Source: an optimization exercise on an open RTL-to-GDS flow (aim: small area and a short achievable clock period). Production flows keep margins and buffers that such runs may drop.
No functional check of the RTL was part of any run shown here.

## flow/design.v (module list and top-level ports; edited modules follow where they fit)
// module get_conv_target_angle: 28 lines
// module output_mapping: 11 lines
// module cordic_sin_cos: 819 lines
module cordic_sin_cos(clk, rst, target_angle, x_res, y_res);
  // ...
==> flow/run.sh <==
#!/bin/bash
# synth_recipe.tcl (not shown) runs the flow's synth.tcl, then flattens the netlist and writes it again
# the make line also repeats each setting of config.mk as NAME=value (left out here)
make -C /OpenROAD-flow-scripts/flow DESIGN_CONFIG=/design/flow/config.mk WORK_HOME=/design/flow/orfs CLKGATE_MAP_FILE= SYNTH_SCRIPT=/design/flow/synth_recipe.tcl finish
==> flow/config.mk <==
export PLATFORM = sky130hd
export DESIGN_NAME = cordic_sin_cos
export DESIGN_NICKNAME = cordic_sin_cos
export VERILOG_FILES = /design/flow/design.v
export SDC_FILE = /design/flow/constraint.sdc
export NUM_CORES = 4
export LEC_CHECK = 0
export ABC_AREA = 1
export CAP_MARGIN = 20
export CORE_MARGIN = 2
export CORE_UTILIZATION = 40
export SLEW_MARGIN = 20
==> flow/constraint.sdc <==
create_clock -name core_clock -period 35.0 [get_ports {clk}]
set_input_delay 7.0000 -clock core_clock [delete_from_list [all_inputs] [get_ports {clk}]]
set_output_delay 7.0000 -clock core_clock [all_outputs]
set_load 0.01 [all_outputs]
==> results by group, run 1 <==
Outcome
  • Status: finished clean

Route
  • Met2 Wirelength: 18,700 um
  • Met3 wire length: 1810 um
  • Pre-antenna DRT Iters: 6
  • Max layer used: met4
  • Initial DRC count: 918

Setup path
  • Critical path capture point type: register
  • Crit path capture: y_res[16]$_SDFF_PN0_
  • Crit-path leading delay family: simple AND/OR/NAND/NOR gates
  • Levels on crit path: 92
  • CP Max Fanout: 71

Synthesis
  • Top FF cell, synth: dfxtp_1
  • EDFF count, synth: 0
  • Post-Synth XOR/XNOR Area: 0.126
  • Mapped Avg Cell Area: 6.26 sq um
  • Synth Warn #: 2
  • Asr flop ratio synth: 0
  • Part of the Yosys area used for sequential elements: 0.0629
  • Yosys cell types: 60
  • Synth area leader: nand2_1
  • Area contributors post-synth: nand2_1, ha_1, xor2_1
  • Commonest cells in the netlist: nand2_1, inv_1, nor2_1

Hold path
  • Hold endpoint: y_res[0]$_SDFF_PN0_
  • Worst Hold Class: in2reg

Timing
  • Final setup fails: 0
  • Slew Viols, Final: 0
  • Final worst slack: 9.22 ns
  • Worst-Margin Slew: 1.07 ns

Finish
  • Post-Layout Inst Area: 0.0117 sq mm
  • Most common cell after layout, fill and taps aside: nand2_1
  • Layout Utilization: 0.438
  • Area of the multi-input gates: 0.00883 sq mm

Floorplan
  • # Taps: 341
  • Die Y: 168 um
  • Total core area: 0.0267 sq mm

Global routing
  • Grt met1 use: 0.327
  • Vias in the first global route: 11,019
  • GRT overflow: 0

CTS
  • Post_cts resized: 0
==> module output_mapping, before the edit <==
module output_mapping(
 input [16:0] x,
 input [16:0] y,
 input q2,
 input q3,
 output [16:0] x_res,
 output [16:0] y_res
);
 assign x_res = x + (q2 | q3);
 assign y_res = y + q3;
endmodule
==> run 2: changes to the inputs <==
--- a/flow/design.v
+++ b/flow/design.v
@@ -24,245 +24,63 @@
   else if (q4) zh = a[11:5] - 7'd52;
   else zh = a[11:5];
  end
  assign z0 = {zh, a[4:0] & {5{~(satp | satn)}}};
 endmodule
 module output_mapping(
  input [16:0] x,
  input [16:0] y,
+ input [8:0] d,
  input q2,
  input q3,
  output [16:0] x_res,
  output [16:0] y_res
 );
- assign x_res = x + (q2 | q3);
- assign y_res = y + q3;
-endmodule
-module cordic_sin_cos(clk, rst, target_angle, x_res, y_res);
- input clk, rst;
- input [19:0] target_angle;
- output reg [19:0] x_res;
- output reg [19:0] y_res;
- wire [11:0] z0;
- wire q2, q3;
- get_conv_target_angle conv_angle(.target_angle(target_angle), .z0(z0), .q2(q2), .q3(q3));
- wire [8:0] d;   
- wire [11:0] zs0 = z0;
- wire [11:0] zs0_u = zs0 ^ 12'd2048;
- assign d[0] = ~zs0[11];
- reg dr1;
- always @(*) begin
-  case (d[0:0])
-   1'b0: dr1 = (zs0_u[11] | (zs0_u[10] & (zs0_u[9] | (zs0_u[8] & (zs0_u[7] | (zs0_u[6] | (zs0_u[5] & zs0_u[4])))))));
-   1'b1: dr1 = (zs0_u[11] & (zs0_u[10] | (zs0_u[9] & (zs0_u[8] | (zs0_u[7] & (zs0_u[6] & (zs0_u[5] | zs0_u[4])))))));
-  endcase
- end
- assign d[1] = dr1;
- reg dr2;
- always @(*) begin
-  case (d[1:0])
-   2'b00: dr2 = (zs0_u[11] | (zs0_u[10] | (zs0_u[9] & (zs0_u[8] & (zs0_u[7] & (zs0_u[6] | (zs0_u[5] | (zs0_u[4] | (zs0_u[3] | (zs0_u[2] & (zs0_u[1] & zs0_u[0])))))))))));
-   2'b10: dr2 = (zs0_u[11] | (zs0_u[10] & (zs0_u[9] & (zs0_u[8] | (zs0_u[7] & (zs0_u[6] & (zs0_u[5] | (zs0_u[4] & (zs0_u[3] & (zs0_u[2] | (zs0_u[1] | zs0_u[0])))))))))));
-   2'b01: dr2 = (zs0_u[11] & (zs0_u[10] | (zs0_u[9] | (zs0_u[8] & (zs0_u[7] | (zs0_u[6] | (zs0_u[5] & (zs0_u[4] | (zs0_u[3] | (zs0_u[2] & (zs0_u[1] & zs0_u[0])))))))))));
-   2'b11: dr2 = (zs0_u[11] & (zs0_u[10] & (zs0_u[9] | (zs0_u[8] | (zs0_u[7] | (zs0_u[6] & (zs0_u[5] & (zs0_u[4] & (zs0_u[3] & (zs0_u[2] | (zs0_u[1] | zs0_u[0])))))))))));
-  endcase
- end
- assign d[2] = dr2;
- reg dr3;
- always @(*) begin
-  case (d[2:0])
-   3'b000: dr3 = (zs0_u[11] | (zs0_u[10] | (zs0_u[9] & (zs0_u[8] | (zs0_u[7] & (zs0_u[6] | (zs0_u[5] & (zs0_u[4] | (zs0_u[3] | (zs0_u[2] & (zs0_u[1] & zs0_u[0])))))))))));
-   3'b100: dr3 = (zs0_u[11] | (zs0_u[10] & (zs0_u[9] | (zs0_u[8] | (zs0_u[7] | (zs0_u[6] & (zs0_u[5] & (zs0_u[4] | (zs0_u[3] | (zs0_u[2] & (zs0_u[1] & zs0_u[0])))))))))));
-   3'b010: dr3 = (zs0_u[11] | (zs0_u[10] & (zs0_u[9] | (zs0_u[8] & (zs0_u[7] & (zs0_u[6] & (zs0_u[5] & (zs0_u[4] & (zs0_u[3] & (zs0_u[2] | (zs0_u[1] | zs0_u[0])))))))))));
-   3'b110: dr3 = (zs0_u[11] | (zs0_u[10] & (zs0_u[9] & (zs0_u[8] & (zs0_u[7] & (zs0_u[6] | (zs0_u[5] & (zs0_u[4] & (zs0_u[3] & (zs0_u[2] | (zs0_u[1] | zs0_u[0])))))))))));
-   3'b001: dr3 = (zs0_u[11] & (zs0_u[10] | (zs0_u[9] | (zs0_u[8] | (zs0_u[7] | (zs0_u[6] & (zs0_u[5] | (zs0_u[4] | (zs0_u[3] | (zs0_u[2] & (zs0_u[1] & zs0_u[0])))))))))));
-   3'b101: dr3 = (zs0_u[11] & (zs0_u[10] | (zs0_u[9] & (zs0_u[8] | (zs0_u[7] | (zs0_u[6] | (zs0_u[5] | (zs0_u[4] | (zs0_u[3] | (zs0_u[2] & (zs0_u[1] & zs0_u[0])))))))))));
-   3'b011: dr3 = (zs0_u[11] & (zs0_u[10] | (zs0_u[9] & (zs0_u[8] & (zs0_u[7] & (zs0_u[6] | (zs0_u[5] | (zs0_u[4] & (zs0_u[3] & (zs0_u[2] | (zs0_u[1] | zs0_u[0])))))))))));
-   3'b111: dr3 = (zs0_u[11] & (zs0_u[10] & (zs0_u[9] | (zs0_u[8] & (zs0_u[7] | (zs0_u[6] & (zs0_u[5] | (zs0_u[4] & (zs0_u[3] & (zs0_u[2] | (zs0_u[1] | zs0_u[0])))))))))));
-  endcase
- end
- assign d[3] = dr3;
- reg [7:0] zk4;
- always @(*) begin
-  case (d[3:0])
-   4'b0000: zk4 = 8'd203;
-   4'b1000: zk4 = 8'd231;
-   4'b0100: zk4 = 8'd11;
-   4'b1100: zk4 = 8'd39;
-   4'b0010: zk4 = 8'd121;
-   4'b1010: zk4 = 8'd149;
-   4'b0110: zk4 = 8'd185;
-   4'b1110: zk4 = 8'd213;
-   4'b0001: zk4 = 8'd43;
-   4'b1001: zk4 = 8'd71;
-   4'b0101: zk4 = 8'd107;
-   4'b1101: zk4 = 8'd135;
-   4'b0011: zk4 = 8'd217;
-   4'b1011: zk4 = 8'd245;
-   4'b0111: zk4 = 8'd25;
-   4'b1111: zk4 = 8'd53;
-  endcase
- end
- wire [7:0] zs4 = zs0[7:0] + zk4;
- wire [7:0] zs4_u = zs4 ^ 8'd128;
- assign d[4] = ~zs4[7];
- reg dr5;
- always @(*) begin
-  case (d[4:4])
-   1'b0: dr5 = (zs4_u[7] | (zs4_u[6] & (zs4_u[5] | (zs4_u[4] | (zs4_u[3] | (zs4_u[2] & (zs4_u[1] & zs4_u[0])))))));
-   1'b1: dr5 = (zs4_u[7] & (zs4_u[6] | (zs4_u[5] & (zs4_u[4] & (zs4_u[3] & (zs4_u[2] | (zs4_u[1] | zs4_u[0])))))));
-  endcase
- end
- assign d[5] = dr5;
- reg dr6;
- always @(*) begin
-  case (d[5:4])
-   2'b00: dr6 = (zs4_u[7] | (zs4_u[6] | (zs4_u[5] & (zs4_u[4] | (zs4_u[3] & (zs4_u[2] | (zs4_u[1] & zs4_u[0])))))));
-   2'b10: dr6 = (zs4_u[7] | (zs4_u[6] & (zs4_u[5] & (zs4_u[4] | (zs4_u[3] | (zs4_u[2] | (zs4_u[1] & zs4_u[0])))))));
-   2'b01: dr6 = (zs4_u[7] & (zs4_u[6] | (zs4_u[5] | (zs4_u[4] & (zs4_u[3] & (zs4_u[2] & (zs4_u[1] | zs4_u[0])))))));
-   2'b11: dr6 = (zs4_u[7] & (zs4_u[6] & (zs4_u[5] | (zs4_u[4] & (zs4_u[3] | (zs4_u[2] & (zs4_u[1] | zs4_u[0])))))));
-  endcase
- end
- assign d[6] = dr6;
- reg [5:0] zk7;
- always @(*) begin
-  case (d[6:4])
-   3'b000: zk7 = 6'd35;
-   3'b100: zk7 = 6'd7;
-   3'b010: zk7 = 6'd43;
-   3'b110: zk7 = 6'd15;
-   3'b001: zk7 = 6'd49;
-   3'b101: zk7 = 6'd21;
-   3'b011: zk7 = 6'd57;
-   3'b111: zk7 = 6'd29;
-  endcase
- end
- wire [5:0] zs7 = zs4[5:0] + zk7;
- wire [5:0] zs7_u = zs7 ^ 6'd32;
- assign d[7] = ~zs7[5];
- reg dr8;
- always @(*) begin
-  case (d[7:7])
-   1'b0: dr8 = (zs7_u[5] | (zs7_u[4] & (zs7_u[3] & (zs7_u[2] | (zs7_u[1] | zs7_u[0])))));
-   1'b1: dr8 = (zs7_u[5] & (zs7_u[4] | (zs7_u[3] | (zs7_u[2] & (zs7_u[1] & zs7_u[0])))));
-  endcase
- end
- assign d[8] = dr8;
- wire [5:0] ti = d[5:0];
- wire [16:0] xm, ym;
- wire [63:0] tbx0 = 64'hcfd2b40ccfd2b40c;
- wire [63:0] tby0 = 64'h250b92f6250b92f6;
- assign xm[0] = tbx0[ti];
- assign ym[0] = tby0[ti];
- wire [63:0] tbx1 = 64'h8175b006931cd9b1;
- wire [63:0] tby1 = 64'h4f7360d7c44f5c16;
- assign xm[1] = tbx1[ti];
- assign ym[1] = tby1[ti];
- wire [63:0] tbx2 = 64'h5ad09495ca3b1a65;
- wire [63:0] tby2 = 64'h48b1b8b7025253e4;
- assign xm[2] = tbx2[ti];
- assign ym[2] = tby2[ti];
- wire [63:0] tbx3 = 64'hb52fc9b1af81e488;
- wire [63:0] tby3 = 64'h374e16af1a37ad1a;
- assign xm[3] = tbx3[ti];
- assign ym[3] = tby3[ti];
- wire [63:0] tbx4 = 64'hb9dc286994143b9d;
- wire [63:0] tby4 = 64'h23b940433d7d623a;
- assign xm[4] = tbx4[ti];
- assign ym[4] = tby4[ti];
- wire [63:0] tbx5 = 64'hcada788a511e5b53;
- wire [63:0] tby5 = 64'h90b0e010f778f2f7;
- assign xm[5] = tbx5[ti];
- assign ym[5] = tby5[ti];
- wire [63:0] tbx6 = 64'hdbc9d79189eb93db;
- wire [63:0] tby6 = 64'hb293bf37138236b2;
- assign xm[6] = tbx6[ti];
- assign ym[6] = tby6[ti];
- wire [63:0] tbx7 = 64'h961fdca1853bf869;
- wire [63:0] tby7 = 64'h3c7ab9071f62a1c3;
- assign xm[7] = tbx7[ti];
- assign ym[7] = tby7[ti];
- wire [63:0] tbx8 = 64'he88fc54bd2a3f117;
- wire [63:0] tby8 = 64'h811a9fd2b406a77e;
- assign xm[8] = tbx8[ti];
- assign ym[8] = tby8[ti];
- wire [63:0] tbx9 = 64'h89dfe5b3cda7fb91;
- wire [63:0] tby9 = 64'h13ba8f269b0ea237;
- assign xm[9] = tbx9[ti];
- assign ym[9] = tby9[ti];
- wire [63:0] tbx10 = 64'h7a6a5a12485a565e;
- wire [63:0] tby10 = 64'he0c0f074d1f0fcf8;
- assign xm[10] = tbx10[ti];
- assign ym[10] = tby10[ti];
- wire [63:0] tbx11 = 64'hc1ebf3ebd7cfd783;
- wire [63:0] tby11 = 64'h9782a682be9abe16;
- assign xm[11] = tbx11[ti];
- assign ym[11] = tby11[ti];
- wire [63:0] tbx12 = 64'hfee6dac2435b677f;
- wire [63:0] tby12 = 64'ha88cb094d6f2ceea;
- assign xm[12] = tbx12[ti];
- assign ym[12] = tby12[ti];
- wire [63:0] tbx13 = 64'h7642cffbdff3426e;
- wire [63:0] tby13 = 64'hecd49aa2baa6d4c8;
- assign xm[13] = tbx13[ti];
- assign ym[13] = tby13[ti];
- wire [63:0] tbx14 = 64'hcf66ee77ee7766f3;
- wire [63:0] tby14 = 64'h9acc88ee88eecca6;
- assign xm[14] = tbx14[ti];
- assign ym[14] = tby14[ti];
- wire [63:0] tbx15 = 64'hf67ef66ff66f7e6f;
- wire [63:0] tby15 = 64'hace8accaaccae8ca;
- assign xm[15] = tbx15[ti];
- assign ym[15] = tby15[ti];
- wire [63:0] tbx16 = 64'h8000800180010001;
- wire [63:0] tby16 = 64'h1555155715575557;
- assign xm[16] = tbx16[ti];
- assign ym[16] = tby16[ti];
- wire [16:0] xt = q2 ? ~ym : (q3 ? ~xm : xm);
- wire [16:0] yt = q2 ? xm : (q3 ? ~ym : ym);
  wire qn = q2 | q3;
- wire [16:0] tx6 = {{6{yt[16]}}, yt[16:6]};
- wire [16:0] ty6 = {{6{xt[16]}}, xt[16:6]};
- wire cx6 = d[6] ^ q3;
- wire cy6 = ~(d[6] ^ qn);
- wire ax6_p0 = xt[0] ^ (tx6[0] ^ d[6]);
- wire ax6_g0 = xt[0] & (tx6[0] ^ d[6]);
- wire ax6_p1 = xt[1] ^ (tx6[1] ^ d[6]);
- wire ax6_g1 = xt[1] & (tx6[1] ^ d[6]);
- wire ax6_p2 = xt[2] ^ (tx6[2] ^ d[6]);
- wire ax6_g2 = xt[2] & (tx6[2] ^ d[6]);
- wire ax6_p3 = xt[3] ^ (tx6[3] ^ d[6]);
- wire ax6_g3 = xt[3] & (tx6[3] ^ d[6]);
- wire ax6_p4 = xt[4] ^ (tx6[4] ^ d[6]);
- wire ax6_g4 = xt[4] & (tx6[4] ^ d[6]);
- wire ax6_p5 = xt[5] ^ (tx6[5] ^ d[6]);
- wire ax6_g5 = xt[5] & (tx6[5] ^ d[6]);
- wire ax6_p6 = xt[6] ^ (tx6[6] ^ d[6]);
- wire ax6_g6 = xt[6] & (tx6[6] ^ d[6]);
- wire ax6_p7 = xt[7] ^ (tx6[7] ^ d[6]);
- wire ax6_g7 = xt[7] & (tx6[7] ^ d[6]);
- wire ax6_p8 = xt[8] ^ (tx6[8] ^ d[6]);
- wire ax6_g8 = xt[8] & (tx6[8] ^ d[6]);
- wire ax6_p9 = xt[9] ^ (tx6[9] ^ d[6]);
- wire ax6_g9 = xt[9] & (tx6[9] ^ d[6]);
- wire ax6_p10 = xt[10] ^ (tx6[10] ^ d[6]);
- wire ax6_g10 = xt[10] & (tx6[10] ^ d[6]);
- wire ax6_p11 = xt[11] ^ (tx6[11] ^ d[6]);
- wire ax6_g11 = xt[11] & (tx6[11] ^ d[6]);
- wire ax6_p12 = xt[12] ^ (tx6[12] ^ d[6]);
- wire ax6_g12 = xt[12] & (tx6[12] ^ d[6]);
- wire ax6_p13 = xt[13] ^ (tx6[13] ^ d[6]);
- wire ax6_g13 = xt[13] & (tx6[13] ^ d[6]);
- wire ax6_p14 = xt[14] ^ (tx6[14] ^ d[6]);
- wire ax6_g14 = xt[14] & (tx6[14] ^ d[6]);
- wire ax6_p15 = xt[15] ^ (tx6[15] ^ d[6]);
- wire ax6_g15 = xt[15] & (tx6[15] ^ d[6]);
- wire ax6_p16 = xt[16] ^ (tx6[16] ^ d[6]);
- wire ax6_g16 = xt[16] & (tx6[16] ^ d[6]);
+ wire [16:0] tx6 = {{6{y[16]}}, y[16:6]};
+ wire [16:0] ty6 = {{6{x[16]}}, x[16:6]};
+ wire zx6 = ~|x[5:0];
+ wire zy6 = ~|y[5:0];
+ wire cx6 = q3 ? ~(d[6] ^ zy6) : d[6];
+ wire cy6 = qn ? (d[6] ^ zx6) : ~d[6];
+ wire ax6_p0 = x[0] ^ (tx6[0] ^ d[6]);
+ wire ax6_g0 = x[0] & (tx6[0] ^ d[6]);
+ wire ax6_p1 = x[1] ^ (tx6[1] ^ d[6]);
+ wire ax6_g1 = x[1] & (tx6[1] ^ d[6]);
+ wire ax6_p2 = x[2] ^ (tx6[2] ^ d[6]);
+ wire ax6_g2 = x[2] & (tx6[2] ^ d[6]);
+ wire ax6_p3 = x[3] ^ (tx6[3] ^ d[6]);
+ wire ax6_g3 = x[3] & (tx6[3] ^ d[6]);
+ wire ax6_p4 = x[4] ^ (tx6[4] ^ d[6]);
+ wire ax6_g4 = x[4] & (tx6[4] ^ d[6]);
+ wire ax6_p5 = x[5] ^ (tx6[5] ^ d[6]);
+ wire ax6_g5 = x[5] & (tx6[5] ^ d[6]);
+ wire ax6_p6 = x[6] ^ (tx6[6] ^ d[6]);
+ wire ax6_g6 = x[6] & (tx6[6] ^ d[6]);
+ wire ax6_p7 = x[7] ^ (tx6[7] ^ d[6]);
+ wire ax6_g7 = x[7] & (tx6[7] ^ d[6]);
+ wire ax6_p8 = x[8] ^ (tx6[8] ^ d[6]);
+ wire ax6_g8 = x[8] & (tx6[8] ^ d[6]);
+ wire ax6_p9 = x[9] ^ (tx6[9] ^ d[6]);
+ wire ax6_g9 = x[9] & (tx6[9] ^ d[6]);
+ wire ax6_p10 = x[10] ^ (tx6[10] ^ d[6]);
+ wire ax6_g10 = x[10] & (tx6[10] ^ d[6]);
+ wire ax6_p11 = x[11] ^ (tx6[11] ^ d[6]);
+ wire ax6_g11 = x[11] & (tx6[11] ^ d[6]);
+ wire ax6_p12 = x[12] ^ (tx6[12] ^ d[6]);
+ wire ax6_g12 = x[12] & (tx6[12] ^ d[6]);
+ wire ax6_p13 = x[13] ^ (tx6[13] ^ d[6]);
+ wire ax6_g13 = x[13] & (tx6[13] ^ d[6]);
+ wire ax6_p14 = x[14] ^ (tx6[14] ^ d[6]);
+ wire ax6_g14 = x[14] & (tx6[14] ^ d[6]);
+ wire ax6_p15 = x[15] ^ (tx6[15] ^ d[6]);
+ wire ax6_g15 = x[15] & (tx6[15] ^ d[6]);
+ wire ax6_p16 = x[16] ^ (tx6[16] ^ d[6]);
+ wire ax6_g16 = x[16] & (tx6[16] ^ d[6]);
  wire ax6_G0_m1 = ax6_g0 | (ax6_p0 & cx6);
  wire ax6_G2_1 = ax6_g2 | (ax6_p2 & ax6_g1);
  wire ax6_P2_1 = ax6_p2 & ax6_p1;
  wire ax6_G4_3 = ax6_g4 | (ax6_p4 & ax6_g3);
  wire ax6_P4_3 = ax6_p4 & ax6_p3;
  wire ax6_G6_5 = ax6_g6 | (ax6_p6 & ax6_g5);
  wire ax6_P6_5 = ax6_p6 & ax6_p5;
  wire ax6_G8_7 = ax6_g8 | (ax6_p8 & ax6_g7);
@@ -320,50 +138,50 @@
  wire ax6_s9 = ax6_p9 ^ ax6_G8_m1;
  wire ax6_s10 = ax6_p10 ^ ax6_G9_m1;
  wire ax6_s11 = ax6_p11 ^ ax6_G10_m1;
  wire ax6_s12 = ax6_p12 ^ ax6_G11_m1;
  wire ax6_s13 = ax6_p13 ^ ax6_G12_m1;
  wire ax6_s14 = ax6_p14 ^ ax6_G13_m1;
  wire ax6_s15 = ax6_p15 ^ ax6_G14_m1;
  wire ax6_s16 = ax6_p16 ^ ax6_G15_m1;
- wire ay6_p0 = yt[0] ^ (ty6[0] ^ ~d[6]);
- wire ay6_g0 = yt[0] & (ty6[0] ^ ~d[6]);
- wire ay6_p1 = yt[1] ^ (ty6[1] ^ ~d[6]);
- wire ay6_g1 = yt[1] & (ty6[1] ^ ~d[6]);
- wire ay6_p2 = yt[2] ^ (ty6[2] ^ ~d[6]);
- wire ay6_g2 = yt[2] & (ty6[2] ^ ~d[6]);
- wire ay6_p3 = yt[3] ^ (ty6[3] ^ ~d[6]);
- wire ay6_g3 = yt[3] & (ty6[3] ^ ~d[6]);
- wire ay6_p4 = yt[4] ^ (ty6[4] ^ ~d[6]);
- wire ay6_g4 = yt[4] & (ty6[4] ^ ~d[6]);
- wire ay6_p5 = yt[5] ^ (ty6[5] ^ ~d[6]);
- wire ay6_g5 = yt[5] & (ty6[5] ^ ~d[6]);
- wire ay6_p6 = yt[6] ^ (ty6[6] ^ ~d[6]);
- wire ay6_g6 = yt[6] & (ty6[6] ^ ~d[6]);
- wire ay6_p7 = yt[7] ^ (ty6[7] ^ ~d[6]);
- wire ay6_g7 = yt[7] & (ty6[7] ^ ~d[6]);
- wire ay6_p8 = yt[8] ^ (ty6[8] ^ ~d[6]);
- wire ay6_g8 = yt[8] & (ty6[8] ^ ~d[6]);
- wire ay6_p9 = yt[9] ^ (ty6[9] ^ ~d[6]);
- wire ay6_g9 = yt[9] & (ty6[9] ^ ~d[6]);
- wire ay6_p10 = yt[10] ^ (ty6[10] ^ ~d[6]);
- wire ay6_g10 = yt[10] & (ty6[10] ^ ~d[6]);
- wire ay6_p11 = yt[11] ^ (ty6[11] ^ ~d[6]);
- wire ay6_g11 = yt[11] & (ty6[11] ^ ~d[6]);
- wire ay6_p12 = yt[12] ^ (ty6[12] ^ ~d[6]);
- wire ay6_g12 = yt[12] & (ty6[12] ^ ~d[6]);
- wire ay6_p13 = yt[13] ^ (ty6[13] ^ ~d[6]);
- wire ay6_g13 = yt[13] & (ty6[13] ^ ~d[6]);
- wire ay6_p14 = yt[14] ^ (ty6[14] ^ ~d[6]);
- wire ay6_g14 = yt[14] & (ty6[14] ^ ~d[6]);
- wire ay6_p15 = yt[15] ^ (ty6[15] ^ ~d[6]);
- wire ay6_g15 = yt[15] & (ty6[15] ^ ~d[6]);
- wire ay6_p16 = yt[16] ^ (ty6[16] ^ ~d[6]);
- wire ay6_g16 = yt[16] & (ty6[16] ^ ~d[6]);
+ wire ay6_p0 = y[0] ^ (ty6[0] ^ ~d[6]);
+ wire ay6_g0 = y[0] & (ty6[0] ^ ~d[6]);
+ wire ay6_p1 = y[1] ^ (ty6[1] ^ ~d[6]);
+ wire ay6_g1 = y[1] & (ty6[1] ^ ~d[6]);
+ wire ay6_p2 = y[2] ^ (ty6[2] ^ ~d[6]);
+ wire ay6_g2 = y[2] & (ty6[2] ^ ~d[6]);
+ wire ay6_p3 = y[3] ^ (ty6[3] ^ ~d[6]);
+ wire ay6_g3 = y[3] & (ty6[3] ^ ~d[6]);
+ wire ay6_p4 = y[4] ^ (ty6[4] ^ ~d[6]);
+ wire ay6_g4 = y[4] & (ty6[4] ^ ~d[6]);
+ wire ay6_p5 = y[5] ^ (ty6[5] ^ ~d[6]);
+ wire ay6_g5 = y[5] & (ty6[5] ^ ~d[6]);
+ wire ay6_p6 = y[6] ^ (ty6[6] ^ ~d[6]);
+ wire ay6_g6 = y[6] & (ty6[6] ^ ~d[6]);
+ wire ay6_p7 = y[7] ^ (ty6[7] ^ ~d[6]);
+ wire ay6_g7 = y[7] & (ty6[7] ^ ~d[6]);
+ wire ay6_p8 = y[8] ^ (ty6[8] ^ ~d[6]);
+ wire ay6_g8 = y[8] & (ty6[8] ^ ~d[6]);
+ wire ay6_p9 = y[9] ^ (ty6[9] ^ ~d[6]);
+ wire ay6_g9 = y[9] & (ty6[9] ^ ~d[6]);
+ wire ay6_p10 = y[10] ^ (ty6[10] ^ ~d[6]);
+ wire ay6_g10 = y[10] & (ty6[10] ^ ~d[6]);
+ wire ay6_p11 = y[11] ^ (ty6[11] ^ ~d[6]);
+ wire ay6_g11 = y[11] & (ty6[11] ^ ~d[6]);
+ wire ay6_p12 = y[12] ^ (ty6[12] ^ ~d[6]);
+ wire ay6_g12 = y[12] & (ty6[12] ^ ~d[6]);
+ wire ay6_p13 = y[13] ^ (ty6[13] ^ ~d[6]);
+ wire ay6_g13 = y[13] & (ty6[13] ^ ~d[6]);
+ wire ay6_p14 = y[14] ^ (ty6[14] ^ ~d[6]);
+ wire ay6_g14 = y[14] & (ty6[14] ^ ~d[6]);
+ wire ay6_p15 = y[15] ^ (ty6[15] ^ ~d[6]);
+ wire ay6_g15 = y[15] & (ty6[15] ^ ~d[6]);
+ wire ay6_p16 = y[16] ^ (ty6[16] ^ ~d[6]);
+ wire ay6_g16 = y[16] & (ty6[16] ^ ~d[6]);
  wire ay6_G0_m1 = ay6_g0 | (ay6_p0 & cy6);
  wire ay6_G2_1 = ay6_g2 | (ay6_p2 & ay6_g1);
  wire ay6_P2_1 = ay6_p2 & ay6_p1;
  wire ay6_G4_3 = ay6_g4 | (ay6_p4 & ay6_g3);
  wire ay6_P4_3 = ay6_p4 & ay6_p3;
  wire ay6_G6_5 = ay6_g6 | (ay6_p6 & ay6_g5);
  wire ay6_P6_5 = ay6_p6 & ay6_p5;
  wire ay6_G8_7 = ay6_g8 | (ay6_p8 & ay6_g7);
@@ -425,18 +243,20 @@
  wire ay6_s13 = ay6_p13 ^ ay6_G12_m1;
  wire ay6_s14 = ay6_p14 ^ ay6_G13_m1;
  wire ay6_s15 = ay6_p15 ^ ay6_G14_m1;
  wire ay6_s16 = ay6_p16 ^ ay6_G15_m1;
  wire [16:0] x7 = {ax6_s16, ax6_s15, ax6_s14, ax6_s13, ax6_s12, ax6_s11, ax6_s10, ax6_s9, ax6_s8, ax6_s7, ax6_s6, ax6_s5, ax6_s4, ax6_s3, ax6_s2, ax6_s1, ax6_s0};
  wire [16:0] y7 = {ay6_s16, ay6_s15, ay6_s14, ay6_s13, ay6_s12, ay6_s11, ay6_s10, ay6_s9, ay6_s8, ay6_s7, ay6_s6, ay6_s5, ay6_s4, ay6_s3, ay6_s2, ay6_s1, ay6_s0};
  wire [16:0] tx7 = {{7{y7[16]}}, y7[16:7]};
  wire [16:0] ty7 = {{7{x7[16]}}, x7[16:7]};
- wire cx7 = d[7] ^ q3;
- wire cy7 = ~(d[7] ^ qn);
+ wire zx7 = ~|x7[6:0];
+ wire zy7 = ~|y7[6:0];
+ wire cx7 = q3 ? ~(d[7] ^ zy7) : d[7];
+ wire cy7 = qn ? (d[7] ^ zx7) : ~d[7];
  wire ax7_p0 = x7[0] ^ (tx7[0] ^ d[7]);
  wire ax7_g0 = x7[0] & (tx7[0] ^ d[7]);
  wire ax7_p1 = x7[1] ^ (tx7[1] ^ d[7]);
  wire ax7_g1 = x7[1] & (tx7[1] ^ d[7]);
  wire ax7_p2 = x7[2] ^ (tx7[2] ^ d[7]);
  wire ax7_g2 = x7[2] & (tx7[2] ^ d[7]);
  wire ax7_p3 = x7[3] ^ (tx7[3] ^ d[7]);
  wire ax7_g3 = x7[3] & (tx7[3] ^ d[7]);
@@ -633,18 +453,20 @@
  wire ay7_s13 = ay7_p13 ^ ay7_G12_m1;
  wire ay7_s14 = ay7_p14 ^ ay7_G13_m1;
  wire ay7_s15 = ay7_p15 ^ ay7_G14_m1;
  wire ay7_s16 = ay7_p16 ^ ay7_G15_m1;
  wire [16:0] x8 = {ax7_s16, ax7_s15, ax7_s14, ax7_s13, ax7_s12, ax7_s11, ax7_s10, ax7_s9, ax7_s8, ax7_s7, ax7_s6, ax7_s5, ax7_s4, ax7_s3, ax7_s2, ax7_s1, ax7_s0};
  wire [16:0] y8 = {ay7_s16, ay7_s15, ay7_s14, ay7_s13, ay7_s12, ay7_s11, ay7_s10, ay7_s9, ay7_s8, ay7_s7, ay7_s6, ay7_s5, ay7_s4, ay7_s3, ay7_s2, ay7_s1, ay7_s0};
  wire [16:0] tx8 = {{8{y8[16]}}, y8[16:8]};
  wire [16:0] ty8 = {{8{x8[16]}}, x8[16:8]};
- wire cx8 = d[8] ^ q3;
- wire cy8 = ~(d[8] ^ qn);
+ wire zx8 = ~|x8[7:0];
+ wire zy8 = ~|y8[7:0];
+ wire cx8 = q3 ? ~(d[8] ^ zy8) : d[8];
+ wire cy8 = qn ? (d[8] ^ zx8) : ~d[8];
  wire ax8_p0 = x8[0] ^ (tx8[0] ^ d[8]);
  wire ax8_g0 = x8[0] & (tx8[0] ^ d[8]);
  wire ax8_p1 = x8[1] ^ (tx8[1] ^ d[8]);
  wire ax8_g1 = x8[1] & (tx8[1] ^ d[8]);
  wire ax8_p2 = x8[2] ^ (tx8[2] ^ d[8]);
  wire ax8_g2 = x8[2] & (tx8[2] ^ d[8]);
  wire ax8_p3 = x8[3] ^ (tx8[3] ^ d[8]);
  wire ax8_g3 = x8[3] & (tx8[3] ^ d[8]);
@@ -839,18 +661,178 @@
  wire ay8_s11 = ay8_p11 ^ ay8_G10_m1;
  wire ay8_s12 = ay8_p12 ^ ay8_G11_m1;
  wire ay8_s13 = ay8_p13 ^ ay8_G12_m1;
  wire ay8_s14 = ay8_p14 ^ ay8_G13_m1;
  wire ay8_s15 = ay8_p15 ^ ay8_G14_m1;
  wire ay8_s16 = ay8_p16 ^ ay8_G15_m1;
  wire [16:0] x9 = {ax8_s16, ax8_s15, ax8_s14, ax8_s13, ax8_s12, ax8_s11, ax8_s10, ax8_s9, ax8_s8, ax8_s7, ax8_s6, ax8_s5, ax8_s4, ax8_s3, ax8_s2, ax8_s1, ax8_s0};
  wire [16:0] y9 = {ay8_s16, ay8_s15, ay8_s14, ay8_s13, ay8_s12, ay8_s11, ay8_s10, ay8_s9, ay8_s8, ay8_s7, ay8_s6, ay8_s5, ay8_s4, ay8_s3, ay8_s2, ay8_s1, ay8_s0};
+ assign x_res = x9;
+ assign y_res = y9;
+endmodule
+module cordic_sin_cos(clk, rst, target_angle, x_res, y_res);
+ input clk, rst;
+ input [19:0] target_angle;
+ output reg [19:0] x_res;
+ output reg [19:0] y_res;
+ wire [11:0] z0;
+ wire q2, q3;
+ get_conv_target_angle conv_angle(.target_angle(target_angle), .z0(z0), .q2(q2), .q3(q3));
+ wire [8:0] d;   
+ wire [11:0] zs0 = z0;
+ wire [11:0] zs0_u = zs0 ^ 12'd2048;
+ assign d[0] = ~zs0[11];
+ wire c0_m720 = (zs0_u[11] | (zs0_u[10] & (zs0_u[9] | (zs0_u[8] & (zs0_u[7] | (zs0_u[6] | (zs0_u[5] & zs0_u[4])))))));
+ wire c0_0 = zs0_u[11];
+ wire c0_720 = (zs0_u[11] & (zs0_u[10] | (zs0_u[9] & (zs0_u[8] | (zs0_u[7] & (zs0_u[6] & (zs0_u[5] | zs0_u[4])))))));
+ assign d[1] = (c0_m720 & ~c0_0) | (c0_720);
+ wire c0_m1145 = (zs0_u[11] | (zs0_u[10] | (zs0_u[9] & (zs0_u[8] & (zs0_u[7] & (zs0_u[6] | (zs0_u[5] | (zs0_u[4] | (zs0_u[3] | (zs0_u[2] & (zs0_u[1] & zs0_u[0])))))))))));
+ wire c0_m295 = (zs0_u[11] | (zs0_u[10] & (zs0_u[9] & (zs0_u[8] | (zs0_u[7] & (zs0_u[6] & (zs0_u[5] | (zs0_u[4] & (zs0_u[3] & (zs0_u[2] | (zs0_u[1] | zs0_u[0])))))))))));
+ wire c0_295 = (zs0_u[11] & (zs0_u[10] | (zs0_u[9] | (zs0_u[8] & (zs0_u[7] | (zs0_u[6] | (zs0_u[5] & (zs0_u[4] | (zs0_u[3] | (zs0_u[2] & (zs0_u[1] & zs0_u[0])))))))))));
+ wire c0_1145 = (zs0_u[11] & (zs0_u[10] & (zs0_u[9] | (zs0_u[8] | (zs0_u[7] | (zs0_u[6] & (zs0_u[5] & (zs0_u[4] & (zs0_u[3] & (zs0_u[2] | (zs0_u[1] | zs0_u[0])))))))))));
+ assign d[2] = (c0_m1145 & ~c0_m720) | (c0_m295 & ~c0_0) | (c0_295 & ~c0_720) | (c0_1145);
+ wire c0_m1369 = (zs0_u[11] | (zs0_u[10] | (zs0_u[9] & (zs0_u[8] | (zs0_u[7] & (zs0_u[6] | (zs0_u[5] & (zs0_u[4] | (zs0_u[3] | (zs0_u[2] & (zs0_u[1] & zs0_u[0])))))))))));
+ wire c0_m921 = (zs0_u[11] | (zs0_u[10] & (zs0_u[9] | (zs0_u[8] | (zs0_u[7] | (zs0_u[6] & (zs0_u[5] & (zs0_u[4] | (zs0_u[3] | (zs0_u[2] & (zs0_u[1] & zs0_u[0])))))))))));
+ wire c0_m519 = (zs0_u[11] | (zs0_u[10] & (zs0_u[9] | (zs0_u[8] & (zs0_u[7] & (zs0_u[6] & (zs0_u[5] & (zs0_u[4] & (zs0_u[3] & (zs0_u[2] | (zs0_u[1] | zs0_u[0])))))))))));
+ wire c0_m71 = (zs0_u[11] | (zs0_u[10] & (zs0_u[9] & (zs0_u[8] & (zs0_u[7] & (zs0_u[6] | (zs0_u[5] & (zs0_u[4] & (zs0_u[3] & (zs0_u[2] | (zs0_u[1] | zs0_u[0])))))))))));
+ wire c0_71 = (zs0_u[11] & (zs0_u[10] | (zs0_u[9] | (zs0_u[8] | (zs0_u[7] | (zs0_u[6] & (zs0_u[5] | (zs0_u[4] | (zs0_u[3] | (zs0_u[2] & (zs0_u[1] & zs0_u[0])))))))))));
+ wire c0_519 = (zs0_u[11] & (zs0_u[10] | (zs0_u[9] & (zs0_u[8] | (zs0_u[7] | (zs0_u[6] | (zs0_u[5] | (zs0_u[4] | (zs0_u[3] | (zs0_u[2] & (zs0_u[1] & zs0_u[0])))))))))));
+ wire c0_921 = (zs0_u[11] & (zs0_u[10] | (zs0_u[9] & (zs0_u[8] & (zs0_u[7] & (zs0_u[6] | (zs0_u[5] | (zs0_u[4] & (zs0_u[3] & (zs0_u[2] | (zs0_u[1] | zs0_u[0])))))))))));
+ wire c0_1369 = (zs0_u[11] & (zs0_u[10] & (zs0_u[9] | (zs0_u[8] & (zs0_u[7] | (zs0_u[6] & (zs0_u[5] | (zs0_u[4] & (zs0_u[3] & (zs0_u[2] | (zs0_u[1] | zs0_u[0])))))))))));
+ assign d[3] = (c0_m1369 & ~c0_m1145) | (c0_m921 & ~c0_m720) | (c0_m519 & ~c0_m295) | (c0_m71 & ~c0_0) | (c0_71 & ~c0_295) | (c0_519 & ~c0_720) | (c0_921 & ~c0_1145) | (c0_1369);
+ reg [7:0] zk4;
+ always @(*) begin
+  case (d[3:0])
+   4'b0000: zk4 = 8'd203;
+   4'b1000: zk4 = 8'd231;
+   4'b0100: zk4 = 8'd11;
+   4'b1100: zk4 = 8'd39;
+   4'b0010: zk4 = 8'd121;
+   4'b1010: zk4 = 8'd149;
+   4'b0110: zk4 = 8'd185;
+   4'b1110: zk4 = 8'd213;
+   4'b0001: zk4 = 8'd43;
+   4'b1001: zk4 = 8'd71;
+   4'b0101: zk4 = 8'd107;
+   4'b1101: zk4 = 8'd135;
+   4'b0011: zk4 = 8'd217;
+   4'b1011: zk4 = 8'd245;
+   4'b0111: zk4 = 8'd25;
+   4'b1111: zk4 = 8'd53;
+  endcase
+ end
+ wire [7:0] zs4 = zs0[7:0] + zk4;
+ wire [7:0] zs4_u = zs4 ^ 8'd128;
+ assign d[4] = ~zs4[7];
+ wire c4_m57 = (zs4_u[7] | (zs4_u[6] & (zs4_u[5] | (zs4_u[4] | (zs4_u[3] | (zs4_u[2] & (zs4_u[1] & zs4_u[0])))))));
+ wire c4_0 = zs4_u[7];
+ wire c4_57 = (zs4_u[7] & (zs4_u[6] | (zs4_u[5] & (zs4_u[4] & (zs4_u[3] & (zs4_u[2] | (zs4_u[1] | zs4_u[0])))))));
+ assign d[5] = (c4_m57 & ~c4_0) | (c4_57);
+ wire c4_m85 = (zs4_u[7] | (zs4_u[6] | (zs4_u[5] & (zs4_u[4] | (zs4_u[3] & (zs4_u[2] | (zs4_u[1] & zs4_u[0])))))));
+ wire c4_m29 = (zs4_u[7] | (zs4_u[6] & (zs4_u[5] & (zs4_u[4] | (zs4_u[3] | (zs4_u[2] | (zs4_u[1] & zs4_u[0])))))));
+ wire c4_29 = (zs4_u[7] & (zs4_u[6] | (zs4_u[5] | (zs4_u[4] & (zs4_u[3] & (zs4_u[2] & (zs4_u[1] | zs4_u[0])))))));
+ wire c4_85 = (zs4_u[7] & (zs4_u[6] & (zs4_u[5] | (zs4_u[4] & (zs4_u[3] | (zs4_u[2] & (zs4_u[1] | zs4_u[0])))))));
+ assign d[6] = (c4_m85 & ~c4_m57) | (c4_m29 & ~c4_0) | (c4_29 & ~c4_57) | (c4_85);
+ reg [5:0] zk7;
+ always @(*) begin
+  case (d[6:4])
+   3'b000: zk7 = 6'd35;
+   3'b100: zk7 = 6'd7;
+   3'b010: zk7 = 6'd43;
+   3'b110: zk7 = 6'd15;
+   3'b001: zk7 = 6'd49;
+   3'b101: zk7 = 6'd21;
+   3'b011: zk7 = 6'd57;
+   3'b111: zk7 = 6'd29;
+  endcase
+ end
+ wire [5:0] zs7 = zs4[5:0] + zk7;
+ wire [5:0] zs7_u = zs7 ^ 6'd32;
+ assign d[7] = ~zs7[5];
+ wire c7_m7 = (zs7_u[5] | (zs7_u[4] & (zs7_u[3] & (zs7_u[2] | (zs7_u[1] | zs7_u[0])))));
+ wire c7_0 = zs7_u[5];
+ wire c7_7 = (zs7_u[5] & (zs7_u[4] | (zs7_u[3] | (zs7_u[2] & (zs7_u[1] & zs7_u[0])))));
+ assign d[8] = (c7_m7 & ~c7_0) | (c7_7);
+ wire [5:0] ti = d[5:0];
+ wire [16:0] xm;
+ wire [63:0] txm0 = 64'hcfd2b40ccfd2b40c;
+ assign xm[0] = txm0[ti];
+ wire [63:0] txm1 = 64'h8175b006931cd9b1;
+ assign xm[1] = txm1[ti];
+ wire [63:0] txm2 = 64'h5ad09495ca3b1a65;
+ assign xm[2] = txm2[ti];
+ wire [63:0] txm3 = 64'hb52fc9b1af81e488;
+ assign xm[3] = txm3[ti];
+ wire [63:0] txm4 = 64'hb9dc286994143b9d;
+ assign xm[4] = txm4[ti];
+ wire [63:0] txm5 = 64'hcada788a511e5b53;
+ assign xm[5] = txm5[ti];
+ wire [63:0] txm6 = 64'hdbc9d79189eb93db;
+ assign xm[6] = txm6[ti];
+ wire [63:0] txm7 = 64'h961fdca1853bf869;
+ assign xm[7] = txm7[ti];
+ wire [63:0] txm8 = 64'he88fc54bd2a3f117;
+ assign xm[8] = txm8[ti];
+ wire [63:0] txm9 = 64'h89dfe5b3cda7fb91;
+ assign xm[9] = txm9[ti];
+ wire [63:0] txm10 = 64'h7a6a5a12485a565e;
+ assign xm[10] = txm10[ti];
+ wire [63:0] txm11 = 64'hc1ebf3ebd7cfd783;
+ assign xm[11] = txm11[ti];
+ wire [63:0] txm12 = 64'hfee6dac2435b677f;
+ assign xm[12] = txm12[ti];
+ wire [63:0] txm13 = 64'h7642cffbdff3426e;
+ assign xm[13] = txm13[ti];
+ wire [63:0] txm14 = 64'hcf66ee77ee7766f3;
+ assign xm[14] = txm14[ti];
+ wire [63:0] txm15 = 64'hf67ef66ff66f7e6f;
+ assign xm[15] = txm15[ti];
+ wire [63:0] txm16 = 64'h8000800180010001;
+ assign xm[16] = txm16[ti];
+ wire [16:0] ym;
+ wire [63:0] tym0 = 64'h250b92f6250b92f6;
+ assign ym[0] = tym0[ti];
+ wire [63:0] tym1 = 64'h4f7360d7c44f5c16;
+ assign ym[1] = tym1[ti];
+ wire [63:0] tym2 = 64'h48b1b8b7025253e4;
+ assign ym[2] = tym2[ti];
+ wire [63:0] tym3 = 64'h374e16af1a37ad1a;
+ assign ym[3] = tym3[ti];
+ wire [63:0] tym4 = 64'h23b940433d7d623a;
+ assign ym[4] = tym4[ti];
+ wire [63:0] tym5 = 64'h90b0e010f778f2f7;
+ assign ym[5] = tym5[ti];
+ wire [63:0] tym6 = 64'hb293bf37138236b2;
+ assign ym[6] = tym6[ti];
+ wire [63:0] tym7 = 64'h3c7ab9071f62a1c3;
+ assign ym[7] = tym7[ti];
+ wire [63:0] tym8 = 64'h811a9fd2b406a77e;
+ assign ym[8] = tym8[ti];
+ wire [63:0] tym9 = 64'h13ba8f269b0ea237;
+ assign ym[9] = tym9[ti];
+ wire [63:0] tym10 = 64'he0c0f074d1f0fcf8;
+ assign ym[10] = tym10[ti];
+ wire [63:0] tym11 = 64'h9782a682be9abe16;
+ assign ym[11] = tym11[ti];
+ wire [63:0] tym12 = 64'ha88cb094d6f2ceea;
+ assign ym[12] = tym12[ti];
+ wire [63:0] tym13 = 64'hecd49aa2baa6d4c8;
+ assign ym[13] = tym13[ti];
+ wire [63:0] tym14 = 64'h9acc88ee88eecca6;
+ assign ym[14] = tym14[ti];
+ wire [63:0] tym15 = 64'hace8accaaccae8ca;
+ assign ym[15] = tym15[ti];
+ wire [63:0] tym16 = 64'h1555155715575557;
+ assign ym[16] = tym16[ti];
+ wire [16:0] xt = ((q2 ? ym : xm) ^ {17{q2 | q3}}) + (q2 | q3);
+ wire [16:0] yt = ((q2 ? xm : ym) ^ {17{q3}}) + q3;
+ wire qn = q2 | q3;
  wire [16:0] xo, yo;
- output_mapping out_map(.x(x9), .y(y9), .q2(q2), .q3(q3), .x_res(xo), .y_res(yo));
+ output_mapping out_map(.x(xt), .y(yt), .d(d), .q2(q2), .q3(q3), .x_res(xo), .y_res(yo));
  always @(posedge clk) begin
   if (rst == 1'b0) begin
    x_res <= 20'd0;
    y_res <= 20'd0;
   end else begin
    x_res <= {{3{xo[16]}}, xo};
    y_res <= {{3{yo[16]}}, yo};
   end
==> flow/config.mk (replaced) <==
export PLATFORM = sky130hd
export DESIGN_NAME = cordic_sin_cos
export DESIGN_NICKNAME = cordic_sin_cos
export VERILOG_FILES = /design/flow/design.v
export SDC_FILE = /design/flow/constraint.sdc
export NUM_CORES = 4
export LEC_CHECK = 0
export ABC_AREA = 1
export CAP_MARGIN = 60
export CORE_MARGIN = 2
export CORE_UTILIZATION = 40
export SLEW_MARGIN = 60
export SYNTH_HIERARCHICAL = 1
==> run 2 against run 1 <==
Worst hold slack got worse by 0.89 ns. Cell count grew 9.8%. Clock-buffer cell count up 1. Die area grew 7.0%.
==> results by group, run 2 <==
Setup path
  • CP Max Fanout: 79 (was 71)
  • Worst path slowest cell: clkdlybuf4s50_1 (was xor2_1)
  • Setup CP Type: in2reg (unchanged)
  • Delay of the slowest cell on the worst path: 0.65 ns (was 0.62 ns)
  • CP most frequent cell: nand2_1 (unchanged)
  • Crit-path leading delay family: simple AND/OR/NAND/NOR gates (unchanged)
  • Crit path buffers/inverters: 17 (was 11)
  • WP data arrival: 22.48 ns (was 25.95 ns)
  • Critical path capture point type: register (unchanged)
  • CP startpoint kind: primary input (unchanged)
  • Critical path data required time: 35.17 ns (about the same)

Finish
  • Synth-to-layout area growth: 5.97% (was 8.28%)
  • Most frequent cells in the layout: nand2_1, inv_1, nand3_1, ha_1, xor2_1 (was nand2_1, inv_1, nor2_1, o21ai_0, ha_1)
  • Fin nets: 2,052 (was 1,903)
  • N_diodes: 0 (unchanged)
  • Layout cells sized above 1: 0.0800 (was 0.0713)
  • Post-Layout Inst Area: 0.0123 sq mm (was 0.0117 sq mm)
  • Layout Utilization: 0.429 (was 0.438)
  • Most common cell after layout, fill and taps aside: nand2_1 (unchanged)
  • Largest regs: x_res: 17 flops, y_res: 17 flops (unchanged)

Route
  • Pre-antenna DRT Iters: 8 (was 6)
  • DRC: 0 (unchanged)
  • Initial DRC count: 1,139 (was 918)
  • Vias per Instance: 5.31 (was 5.48)
  • Post-route ant nets: 0 (unchanged)
  • Routed WL: 36,500 um (was 38,900 um)
  • Wire per inst: 16.0 um (was 18.7 um)
  • Via count: 12,121 (was 11,390)

Global routing
  • GRT overflow: 0 (unchanged)
  • Total global routing track utilization: 0.236 (was 0.273)
  • Grt met1 use: 0.300 (was 0.327)
  • Met3 usage: 0.0138 (was 0.0203)
  • GRT Max-Usage Layer: met2 (unchanged)
  • Vias in the first global route: 11,375 (was 11,019)
  • Initial antenna violation count: 0 (unchanged)
  • Largest net degree at the start of global routing: 80 (was 72)
  • GR Util met2: 0.411 (was 0.491)
  • Wire length of the first global-routing pass: 58,700 um (was 61,100 um)

Synthesis
  • Synth Warn #: 8 (was 2)
  • Asr flop ratio synth: 0 (unchanged)
  • Area of the mapped netlist: 0.0116 sq mm (was 0.0108 sq mm)
  • Syn nets: 2,073 (was 1,894)
  • EDFF count, synth: 0 (unchanged)
  • Area contributors post-synth: nand2_1, ha_1, inv_1 (was nand2_1, ha_1, xor2_1)
  • Top cell type's share of synthesized area: 0.181 (was 0.134)
  • Top-count cell post-synth: nand2_1 (unchanged)
  • Commonest cells in the netlist: nand2_1, inv_1, nand3_1 (was nand2_1, inv_1, nor2_1)
  • Yosys cell types: 64 (was 60)
  • Syn Inst Count: 1,919 (was 1,729)
  • Mapped Avg Cell Area: 6.04 sq um (was 6.26 sq um)
  • Part of the Yosys area used for sequential elements: 0.0587 (was 0.0629)
  • Synth area leader: nand2_1 (unchanged)
  • FF+latch count, synth: 34 (unchanged)
  • Top FF cell, synth: dfxtp_1 (unchanged)

Timing
  • Slew Viols, Final: 0 (unchanged)
  • Final setup fails: 0 (unchanged)
  • Worst-Margin Slew: 0.609 ns (was 1.07 ns)
  • Minimum clock period: 22.31 ns (was 25.78 ns)
  • Crit share post-route: 0.637 (was 0.737)
  • Setup tns final: 0 ns (unchanged)
  • Worst rel slew slack: 0.594 (was 0.287)
  • Max Fclk: 44.8 MHz (was 38.8 MHz)
  • Hold Vio Cnt, Final: 0 (unchanged)
  • Hold_ws: 7.10 ns (was 7.99 ns)
  • RSZ-0062 raised after global routing: no (unchanged)

Hold path
  • Worst Hold Class: in2reg (unchanged)

Placement
  • Placed cell areas: 0.0121 sq mm (was 0.0115 sq mm)
  • Final Wtd Congestion: 1.05 (about the same)
  • Port Buffers: 61 (unchanged)
  • Post-DP HPWL: 29,900 um (was 32,400 um)

Floorplan
  • Starting Density: 0.405 (about the same)
  • Die ar.: 0.0304 sq mm (was 0.0284 sq mm)
  • Rows: 62 (was 60)
  • Total core area: 0.0286 sq mm (was 0.0267 sq mm)
  • I/O pins: 62 (unchanged)
  • Die X: 174 um (was 168 um)
  • Die Y: 174 um (was 168 um)

CTS
  • Clock root buffer: clkbuf_16 (unchanged)
  • Hold-fix buffers, CTS: 0 (unchanged)
  • Clock transition at path regs: 0.05 ns (was 0.06 ns)
  • Htree depth: 2 (unchanged)
  • CTS tree: done (unchanged)
  • Post_cts resized: 0 (unchanged)
  • CTS sink cnt: 34 (unchanged)
  • Post-CTS setup buffer count: 0 (unchanged)
  • Clock buffer depth: 2 (unchanged)
  • Num CTS Buffers: 5 (unchanged)

Run
  • Max cap viols: 0 (unchanged)

Outcome
  • Status: finished clean (unchanged)
-- run 2: cell count changes after synthesis, moves of 27 or more --
cell	before	now
nand2_1	385	559
nand3_1	102	154
nor2_1	139	90
inv_1	218	264
o21ai_0	117	82
buf_4	16	47
a21o_1	36	9
-- run 2: through the flow --
stage          setup slack (ns)  cells
5_1_grt                   11.29   2283
3_5_place_dp              12.58   2274
3_3_place_gp              12.61   2269
2_1_floorplan             16.13   1919
6_report                  12.69   2283
4_1_cts                   12.83   2282
-- run 2: cell type report --
class | instances | area [sq um]
inverter | 284 | 1080
multi-input combinational | 1499 | 9190
fill | 3092 | 16300
tap | 384 | 480
clock inverter | 2 | 12.5
sequential | 34 | 681
timing repair buffer | 74 | 704
clock buffer | 6 | 139
-- run 2: metal layers --
layer,up-vias,part of all wire,wire [um]
met3,87,0.059,2150
met2,452,0.47,17000
met4,0,0.045,1640
met1,5502,0.43,15600
li1,6080,-,-
met5,-,0,0
-- run 2: cell families (layout without fill, tap and decap cells) --
logic type               Yosys count  count (layout)  share of synthesized area
AO/OA/AOI/OAI                    293             293                      0.150
AND/OR/NAND/NOR                  927             927                      0.361
XOR/XNOR                         146             146                      0.114
flip-flops                        34              34                     0.0587
buffers and inverters            386             366                      0.153
multiplexers                       1               1                    0.00194
adder cells (fa/ha/maj)          132             132                      0.161
-- run 2: path summary, 6_finish.rpt --
kind                   startpoint                   end  slack [ns]  depth (start not counted)
hold / removal                rst   y_res[0]$_SDFF_PN0_        7.10                          3
setup / recovery  target_angle[7]  y_res[15]$_SDFF_PN0_       12.69                         82
-- run 2: per-module statistics from Yosys, one instance, submodules excluded --
module	times used	cells inside	area [sq um]
cordic_sin_cos	1	1045	5840
output_mapping	1	729	5020
get_conv_target_angle	1	145	737
-- run 2: worst min-delay path, cell delays in order --
cell and delay, ns:
buf_4 0.22, nand2_1 0.09, inv_1 0.03

-- static timing again, ports no longer ideal --
In the flow no input, the clock included, has a driving cell. The finished layouts below were timed again as built, in two steps.
Step 1 (the two cells are an assumption about what drives the block):
set clk [get_ports {clk}]
set_driving_cell -lib_cell sky130_fd_sc_hd__clkbuf_16 $clk
set_driving_cell -lib_cell sky130_fd_sc_hd__buf_2 [delete_from_list [all_inputs] $clk]
Step 2 also shifts input and output timing later by t, the mid clock arrival at the registers, as if the neighbouring blocks saw the same clock.
a / b / c = no drivers / after step 1 / after step 2; a / b = the first two.
run | t (ns) | slack for setup (ns) | hold WS [ns]
run 1 | 0.317 | 9.222 / 9.239 / 8.922 | 7.995 / 7.982 / 7.751
run 2 | 0.306 | 12.694 / 12.703 / 12.397 | 7.103 / 7.096 / 7.403
After both steps every run listed still meets setup and hold. The setup slack of run 1, which loses most, moves by +0.017 ns with the drivers and by -0.300 ns with both steps.
